Context: an optimization exercise on an open-source flow, tuned for small area. The choices shown serve that exercise and are no tape-out recipe.
In this exercise RTL edits were held to simulation tests only and were not proved equivalent to the original.
The clock port is modelled as an ideal driver; clocking choices that lean on that would not hold on a real chip.
Power figures rest on the tool's default switching activity, not on a simulated workload.

the baseline:
==> flow/design.v <==
module final_top(
	input clk,
	input rst_n,
	input [7:0] datain,
	input random_btn,
	output big,
	output smal,
	output [7:0] seg,
	output [3:0] sel,
	output [3:0] led_out,
	output [7:0] key
);
reg [7:0] R;
reg       out;
reg       npre;
reg       e8;
always @(posedge clk)
	if (!rst_n) begin
		R <= 8'd0; out <= 1'b0; npre <= 1'b0; e8 <= 1'b0;
	end else begin
		R <= {R[6:0], out};
		out <= ~npre | (R[7] ^ R[6]);
		npre <= npre | e8;
		e8 <= R[7];
	end
reg [7:0] k;
reg       bq;
always @(posedge clk)
	if (!rst_n) begin
		k <= 8'hAA; bq <= 1'b0;
	end else begin
		bq <= random_btn;
		if (random_btn & ~bq) k <= R;
	end
assign key  = k;
assign big  = datain > k;
assign smal = datain < k;
wire match = (datain == k);
reg rf, lf, p;
wire trun = rst_n & ~match;
wire lrun = rst_n & match;
always @(posedge clk) begin
	rf <= ~trun;
	lf <= lrun;
	p  <= rf;
end
wire lm = lf & p;
reg       tc;
reg [1:0] dc;
reg [6:0] Y;
reg       b;
reg [3:0] sl;
reg [2:0] sh;
reg [3:0] ml;
reg [2:0] mt;
wire t4   = tc & (dc == 2'd3);
wire W    = t4 & (Y == 7'd124);
wire inc  = W & (lm ^ b);
wire s15  = (sh[1:0] == 2'd1) & (sl == 4'd5);
wire s22  = (sh[1:0] == 2'd2) & (sl == 4'd2);
wire s25  = (sh[1:0] == 2'd2) & (sl == 4'd5);
wire lend = lm & W & ~b;
wire g2   = lend & (s15 | s22);
wire g3   = lend & s25;
wire gap  = g2 | g3;
wire c_sh = inc & (sl == 4'd9);
wire c_ml = c_sh & (sh == 3'd5);
wire c_mt = c_ml & (ml == 4'd9);
wire keep = ~rf | (lrun & lm);
wire l2   = lrun & lf & ~p;
always @(posedge clk)
	if (!keep) begin
		tc <= l2; dc <= 2'd0; Y <= 7'd0; b <= 1'b0;
		sl <= 4'd0; sh <= 3'd0; ml <= 4'd0; mt <= 3'd0;
	end else begin
		tc <= gap ? g3 : ~tc;
		if (gap) dc <= {1'b1, g2};
		else if (tc) dc <= dc + 2'd1;
		if (gap) Y <= 7'd124;
		else if (t4) Y <= W ? 7'd0 : Y + 7'd1;
		if (W) b <= lm ? gap : ~b;
		if (inc) begin
			if (lm & s25) begin
				sl <= 4'd0; sh <= 3'd0;
			end else begin
				sl <= (sl == 4'd9) ? 4'd0 : sl + 4'd1;
				if (c_sh) sh <= (sh == 3'd5) ? 3'd0 : sh + 3'd1;
			end
		end
		if (c_ml) ml <= (ml == 4'd9) ? 4'd0 : ml + 4'd1;
		if (c_mt) mt <= (mt == 3'd5) ? 3'd0 : mt + 3'd1;
	end
reg [3:0] dig;
always @*
	case (dc)
		2'd0: dig = sl;
		2'd1: dig = {1'b0, sh};
		2'd2: dig = ml;
		default: dig = {1'b0, mt};
	endcase
wire w = dig[3], x = dig[2], y = dig[1], z = dig[0];
wire [6:0] s7;
assign s7[0] = w | y | (x & z) | (~x & ~z);
assign s7[1] = ~x | (~y & ~z) | (y & z);
assign s7[2] = x | ~y | z;
assign s7[3] = w | (~x & ~z) | (y & ~z) | (~x & y) | (x & ~y & z);
assign s7[4] = (~x & ~z) | (y & ~z);
assign s7[5] = w | (~y & ~z) | (x & ~y) | (x & ~z);
assign s7[6] = w | (x & ~y) | (~x & y) | (y & ~z);
wire bomb = ml[3] | ml[2] | ml[1];
wire [6:0] bp;
assign bp[0] = ~dc[1] ^ dc[0];
assign bp[1] = dc[1] & ~dc[0];
assign bp[2] = dc[1] & ~dc[0];
assign bp[3] = ~(dc[1] & dc[0]);
assign bp[4] = 1'b1;
assign bp[5] = ~(dc[0] & ~dc[1]);
assign bp[6] = dc[0];
wire [7:0] seg_d = bomb ? {1'b1, bp} : {~dc[0], s7};
wire [3:0] sel_d = {~(dc == 2'd3), ~(dc == 2'd2), ~(dc == 2'd1), ~(dc == 2'd0)};
assign seg = rf ? 8'd0 : seg_d;
assign sel = rf ? 4'd0 : {sel_d[0], sel_d[1], sel_d[2], sel_d[3]};
wire [3:0] sv;
assign sv[0] = (~sl[0] & ~sl[1] & ~sh[0] & ~sh[1]) | (sl[0] & sl[1] & sh[1]) | (~sl[0] & sl[1] & sh[0]) | (sl[1] & sl[2] & sh[0]) | (sl[3] & sh[0]) | (~sl[0] & sl[2] & sh[1]);
assign sv[1] = (~sl[0] & ~sl[1] & sh[1]) | (sl[0] & ~sl[1] & ~sh[0] & ~sh[1]) | (sl[0] & sl[1] & sh[0]) | (sl[3] & sh[0]) | (sl[2] & sh[1]);
assign sv[2] = (~sl[0] & sl[1] & ~sh[0] & ~sh[1]) | (~sl[0] & ~sl[1] & sh[0]) | (sl[3] & sh[0]) | (~sl[1] & ~sl[2] & sh[1]) | (sl[0] & ~sl[2] & sh[1]) | (~sl[0] & sl[2] & sh[1]);
assign sv[3] = (~sl[1] & sh[1]) | (~sl[0] & sh[1]) | (sl[0] & sl[1] & ~sh[0] & ~sh[1]) | (sl[0] & ~sl[1] & sh[0]);
wire half = ~b & (Y[6] | ((Y[5:1] == 5'b11111) & (Y[0] | dc[1])));
assign led_out = sv & {4{half & lm}};
endmodule
Settings: LEC_CHECK=0, CAP_MARGIN=20, CORE_MARGIN=2, CORE_UTILIZATION=40, SLEW_MARGIN=20; clock period 10.0 ns.
run.sh (not shown) runs the stock make flow with config.mk's settings and CLKGATE_MAP_FILE= SYNTH_SCRIPT=/design/flow/synth_recipe.tcl, a recipe that flattens the netlist after the stock synthesis.
[inputs] the candidate vs the baseline
==> flow/flow/run.sh (new file) <==
#!/bin/bash
set -o pipefail
cp standard.sh standard_copy.sh.txt 2>/dev/null
cat standard.sh > standard_sh.log
export BUFFER_PORTS_ARGS="-buffer_cell sky130_fd_sc_hd__buf_1"
export CTS_ARGS="-sink_clustering_enable -repair_clock_nets -dont_use_dummy_load"
bash standard.sh > flow_standard.log 2>&1
==> flow/standard.sh (new file) <==
#!/bin/bash
# synth_recipe.tcl (not shown) runs the flow's synth.tcl, then flattens the netlist and writes it again
# the make line also repeats each setting of config.mk as NAME=value (left out here)
make -C /OpenROAD-flow-scripts/flow DESIGN_CONFIG=/design/flow/config.mk WORK_HOME=/design/flow/orfs CLKGATE_MAP_FILE= SYNTH_SCRIPT=/design/flow/synth_recipe.tcl "${@:-finish}"
removed: flow/run.sh
Findings:
Of the candidate and the baseline, it is the candidate that has the higher depth of the most critical reg-to-reg path.
The higher sequential group share of total power of the candidate and the baseline is in the candidate.
Leakage dissipation, the candidate and the baseline: larger value in the baseline
Global-route usage is higher on the baseline
Both conditions hold for the candidate: the flow ran to the end and the final layout passed the timing, DRC and antenna checks.
The candidate ends up with lower cell area than the baseline does.

========
final_top, a different RTL version from the one above (not shown whole).
Size in the first run: ~270 cells after synthesis, ~47 flip-flops, about 37 I/O pins.
clock: 10.0 ns
lec_check: 0
cap_margin: 20
core_margin: 2
core_utilization: 40
slew_margin: 20
standard.sh (not shown) runs the stock make flow with config.mk's settings and CLKGATE_MAP_FILE= SYNTH_SCRIPT=/design/flow/synth_recipe.tcl, a recipe that flattens the netlist after the stock synthesis.
==> flow/flow/run.sh <==
#!/bin/bash
# Layout flow: the standard flow (standard.sh, ORFS) with these changes:
#  - synthesis: the same script (synth_recipe.tcl), but the final ABC mapping
#    is area-oriented (flow/area_abc.tcl: the smallest result of the ABC
#    scripts flow/abc_*.script) instead of the speed script with buffering
#    and sizing, and adders are left to ABC instead of half/full-adder cells.
#    The registers (mapped by dfflibmap before ABC) are untouched; the flow
#    checks that they match the standard synthesis's (names and cell types)
#    and falls back to the standard synthesis if they do not.
#  - port buffers are buf_1 cells;
set -e
here=$(pwd)
{
  head -1 synth_recipe.tcl
  echo "source $here/flow/area_abc.tcl"
  tail -n +2 synth_recipe.tcl
} > area_synth.tcl
export AREA_ABC_SCRIPTS="$(ls $here/flow/abc_*.script | tr '\n' ' ')"
export BUFFER_PORTS_ARGS="-buffer_cell sky130_fd_sc_hd__buf_1"
export MANUAL_CTS_DIR="$here/flow"
export PRE_CTS_TCL="$here/flow/pre_cts.tcl"

# reference: the standard synthesis, for its registers
sed -e "s|WORK_HOME=[^ ]*|WORK_HOME=$here/orfs_ref|" standard.sh > ref_standard.sh
bash ref_standard.sh synth > flow_ref_synth.log 2>&1
sed -e "s|SYNTH_SCRIPT=[^ ]*|SYNTH_SCRIPT=$here/area_synth.tcl ADDER_MAP_FILE=|" standard.sh > area_standard.sh
bash area_standard.sh synth > flow_synth.log 2>&1
regs() { grep -E '^ *sky130_fd_sc_hd__(df|edf|sdf)[a-z0-9_]* ' "$1" | sort; }
res=orfs/results/sky130hd/final_top/base
if ! diff <(regs orfs_ref/results/sky130hd/final_top/base/1_2_yosys.v) <(regs $res/1_2_yosys.v) > flow_regs_diff.log; then
  echo "registers differ from the standard synthesis: using the standard synthesis" | tee -a flow_synth.log
  cp orfs_ref/results/sky130hd/final_top/base/1_2_yosys.v $res/1_2_yosys.v
  touch $res/1_2_yosys.v
fi
bash area_standard.sh > flow_standard.log 2>&1
==> flow/flow/abc_b1.script <==
strash
&get -n
&fraig -x
&put
scorr
dc2
strash
&get -n
&dch -f
&nf -R 1000
&put
==> flow/flow/abc_b2.script <==
strash
&get -n
&fraig -x
&put
scorr
dc2
strash
dch -f
map -a
==> flow/flow/abc_b3.script <==
strash
&get -n
&fraig -x
&put
scorr
dc2
strash
&get -n
&syn2
&synch2
&dch -f
&nf -R 1000
&put
==> flow/flow/abc_c1.script <==
strash
&get -n
&fraig -x
&put
scorr
dc2
strash
&get -n
&syn2
&dch -f
&nf -R 1000
&put
==> flow/flow/abc_c2.script <==
strash
&get -n
&fraig -x
&put
scorr
dc2
strash
&get -n
&synch2
&dch -f
&nf -R 1000
&put
==> flow/flow/abc_c4.script <==
strash
&get -n
&fraig -x
&put
scorr
dc2
strash
&get -n
&syn2
&synch2
&dch -f
&nf -R 1000
&put
&get -n
&syn2
&synch2
&dch -f
&nf -R 1000
&put
==> flow/flow/abc_d1.script <==
strash
&get -n
&fraig -x
&put
scorr
dc2
strash
&get -n
&deepsyn -T 20
&put
dch -f
amap
==> flow/flow/abc_e1.script <==
strash
&get -n
&fraig -x
&put
scorr
dc2
strash
&get -n
&deepsyn -T 60
&put
dch -f
amap
==> flow/flow/abc_e2.script <==
strash
&get -n
&fraig -x
&put
scorr
dc2
strash
&get -n
&deepsyn -T 20 -S 7
&put
dch -f
amap
==> flow/flow/abc_e3.script <==
strash
&get -n
&fraig -x
&put
scorr
dc2
strash
&get -n
&deepsyn -T 20 -S 42
&put
dch -f
amap
==> flow/flow/pre_cts.tcl <==
# Sourced by ORFS's cts.tcl before clock_tree_synthesis (PRE_CTS_TCL).
source $::env(MANUAL_CTS_DIR)/manual_cts.tcl
manual_cts 3 sky130_fd_sc_hd__clkbuf_8 ""
Other scripts of this flow, unchanged in this note and not shown: flow/flow/abc_c5.script, flow/flow/abc_c8.script, flow/flow/abc_c9.script, flow/flow/area_abc.tcl, flow/flow/manual_cts.tcl
Next try:
==> flow/flow/pre_cts.tcl (replaced) <==
# Sourced by ORFS's cts.tcl before clock_tree_synthesis (PRE_CTS_TCL).
source $::env(MANUAL_CTS_DIR)/manual_cts.tcl
manual_cts 4 sky130_fd_sc_hd__clkbuf_4 ""
--- a/flow/config.mk
+++ b/flow/config.mk
@@ -9,3 +9,4 @@
 export CORE_MARGIN = 2
-export CORE_UTILIZATION = 40
+export CORE_UTILIZATION = 65
+export PLACE_DENSITY = 0.8
 export SLEW_MARGIN = 20
removed: flow/flow/abc_d1.script
removed: flow/flow/abc_e1.script
removed: flow/flow/abc_e2.script
removed: flow/flow/abc_e3.script
What happened: The changed run passed the timing, DRC and antenna checks. Synthesized area increases by 5.2%. Wire length goes down by 2.5%. Design area came out higher by 3.2%. Worst setup slack got worse by 120 ps. Core utilization is higher by 29 points. Clock skew rose by 4.0 ps. Power came out lower by 1.7%.
Next try:
==> flow/flow/pre_cts.tcl (replaced) <==
# Sourced by ORFS's cts.tcl before clock_tree_synthesis (PRE_CTS_TCL).
source $::env(MANUAL_CTS_DIR)/manual_cts.tcl
manual_cts 3 sky130_fd_sc_hd__clkbuf_8 ""
--- a/flow/config.mk
+++ b/flow/config.mk
@@ -9,4 +9,3 @@
 export CORE_MARGIN = 2
-export CORE_UTILIZATION = 65
-export PLACE_DENSITY = 0.8
+export CORE_UTILIZATION = 40
 export SLEW_MARGIN = 20
=> The new run produced a clean layout. Global-route usage is lower by 9.4 points. Combinational power is about the same. Flip-flop and latch count stays the same. Clock power rises by about a fifth. Core utilization is lower by 30 points. Final area increases slightly. Die area rises by well over a third. Worst hold slack is better by 9.8 ps. Power goes up by a few percent. Sequential share of layout area goes down by 0.73 points. Register-to-register slack gets worse by 30 ps.
Next try:
==> flow/flow/abc_d1.script (new file) <==
strash
&get -n
&fraig -x
&put
scorr
dc2
strash
&get -n
&deepsyn -T 20
&put
dch -f
amap
==> flow/flow/abc_ds11.script (new file) <==
strash
&get -n
&fraig -x
&put
scorr
dc2
strash
&get -n
&deepsyn -T 25 -S 11
&put
dch -f
amap -F 3 -A 10
==> flow/flow/abc_ds23.script (new file) <==
strash
&get -n
&fraig -x
&put
scorr
dc2
strash
&get -n
&deepsyn -T 25 -S 23
&put
dch -f
amap -F 3 -A 10
==> flow/flow/abc_ds37.script (new file) <==
strash
&get -n
&fraig -x
&put
scorr
dc2
strash
&get -n
&deepsyn -T 25 -S 37
&put
dch -f
amap -F 3 -A 10
==> flow/flow/abc_ds53.script (new file) <==
strash
&get -n
&fraig -x
&put
scorr
dc2
strash
&get -n
&deepsyn -T 25 -S 53
&put
dch -f
amap -F 3 -A 10
==> flow/flow/abc_ds71.script (new file) <==
strash
&get -n
&fraig -x
&put
scorr
dc2
strash
&get -n
&deepsyn -T 25 -S 71
&put
dch -f
amap -F 3 -A 10
==> flow/flow/abc_ds89.script (new file) <==
strash
&get -n
&fraig -x
&put
scorr
dc2
strash
&get -n
&deepsyn -T 25 -S 89
&put
dch -f
amap -F 3 -A 10
==> flow/flow/abc_dt17.script (new file) <==
strash
&get -n
&fraig -x
&put
scorr
dc2
strash
&get -n
&deepsyn -T 40 -S 17
&put
dch -f
amap -F 3 -A 10
==> flow/flow/abc_dt29.script (new file) <==
strash
&get -n
&fraig -x
&put
scorr
dc2
strash
&get -n
&deepsyn -T 40 -S 29
&put
dch -f
amap -F 3 -A 10
==> flow/flow/abc_dt3.script (new file) <==
strash
&get -n
&fraig -x
&put
scorr
dc2
strash
&get -n
&deepsyn -T 40 -S 3
&put
dch -f
amap -F 3 -A 10
==> flow/flow/abc_dt41.script (new file) <==
strash
&get -n
&fraig -x
&put
scorr
dc2
strash
&get -n
&deepsyn -T 40 -S 41
&put
dch -f
amap -F 3 -A 10
==> flow/flow/abc_dt61.script (new file) <==
strash
&get -n
&fraig -x
&put
scorr
dc2
strash
&get -n
&deepsyn -T 40 -S 61
&put
dch -f
amap -F 3 -A 10
==> flow/flow/abc_dt97.script (new file) <==
strash
&get -n
&fraig -x
&put
scorr
dc2
strash
&get -n
&deepsyn -T 40 -S 97
&put
dch -f
amap -F 3 -A 10
==> flow/flow/abc_e1.script (new file) <==
strash
&get -n
&fraig -x
&put
scorr
dc2
strash
&get -n
&deepsyn -T 60
&put
dch -f
amap
==> flow/flow/abc_e2.script (new file) <==
strash
&get -n
&fraig -x
&put
scorr
dc2
strash
&get -n
&deepsyn -T 20 -S 7
&put
dch -f
amap
==> flow/flow/abc_e3.script (new file) <==
strash
&get -n
&fraig -x
&put
scorr
dc2
strash
&get -n
&deepsyn -T 20 -S 42
&put
dch -f
amap
removed: flow/flow/abc_b1.script
removed: flow/flow/abc_b2.script
removed: flow/flow/abc_b3.script
removed: flow/flow/abc_c1.script
removed: flow/flow/abc_c2.script
removed: flow/flow/abc_c4.script
Outcome: Routed wire length shrinks by 14%. Worst setup slack improves by 96 ps. Flip-flop and latch count stays the same. Area after synthesis drops by 5.2%. Final area goes down by 5.1%. Sequential power stays flat. Global-route usage barely changes. Clock power is about the same.
Next try:
==> flow/flow/abc_b1.script (new file) <==
strash
&get -n
&fraig -x
&put
scorr
dc2
strash
&get -n
&dch -f
&nf -R 1000
&put
==> flow/flow/abc_b2.script (new file) <==
strash
&get -n
&fraig -x
&put
scorr
dc2
strash
dch -f
map -a
==> flow/flow/abc_b3.script (new file) <==
strash
&get -n
&fraig -x
&put
scorr
dc2
strash
&get -n
&syn2
&synch2
&dch -f
&nf -R 1000
&put
==> flow/flow/abc_c1.script (new file) <==
strash
&get -n
&fraig -x
&put
scorr
dc2
strash
&get -n
&syn2
&dch -f
&nf -R 1000
&put
==> flow/flow/abc_c2.script (new file) <==
strash
&get -n
&fraig -x
&put
scorr
dc2
strash
&get -n
&synch2
&dch -f
&nf -R 1000
&put
==> flow/flow/abc_c4.script (new file) <==
strash
&get -n
&fraig -x
&put
scorr
dc2
strash
&get -n
&syn2
&synch2
&dch -f
&nf -R 1000
&put
&get -n
&syn2
&synch2
&dch -f
&nf -R 1000
&put
removed: flow/flow/abc_dt17.script
removed: flow/flow/abc_dt29.script
removed: flow/flow/abc_dt3.script
removed: flow/flow/abc_dt41.script
removed: flow/flow/abc_dt61.script
removed: flow/flow/abc_dt97.script
What happened: The changed run passed the timing, DRC and antenna checks; global-route usage climbs by 0.36 points; wire length climbs by 5.8%; via count climbs by 2.6%; worst hold slack gains 5.2 ps; design area is about the same.

separate check: timing with driven ports:
In the flow no input, the clock included, has a driving cell. The finished layouts below were timed again as built, in two steps. Step 1: set_driving_cell puts a clkbuf_16 on clk and a buf_2 on each other input, an assumption about the parent block. Step 2, shift: input delay + t, output delay - t, t = (earliest + latest rising clock arrival at the registers) / 2. This alone moves slack from input paths to output paths. Three values: ideal ports, drivers, drivers and shift; two values: the first two.
run | shift t [ns] | setup slack, ns | cell pins on the clock port's net
the baseline | 0.329 | 4.032 / 4.001 / 4.001 | 1
the candidate | 0.312 | 4.757 / 4.736 / 4.736 | 1
the first run of note 2 | 0.195 | 4.875 / 4.852 / 4.852 | 3
the second run of note 2 | 0.208 | 4.754 / 4.733 / 4.733 | 4
the third run of note 2 | 0.196 | 4.748 / 4.725 / 4.725 | 3
the fourth run of note 2 | 0.192 | 4.843 / 4.823 / 4.823 | 3
the fifth run of note 2 | 0.196 | 4.843 / 4.823 / 4.732 | 3
After both steps every run listed still meets setup and hold. The setup slack of the fifth run of note 2, which loses most, moves by -0.020 ns with the drivers and by -0.111 ns with both steps.
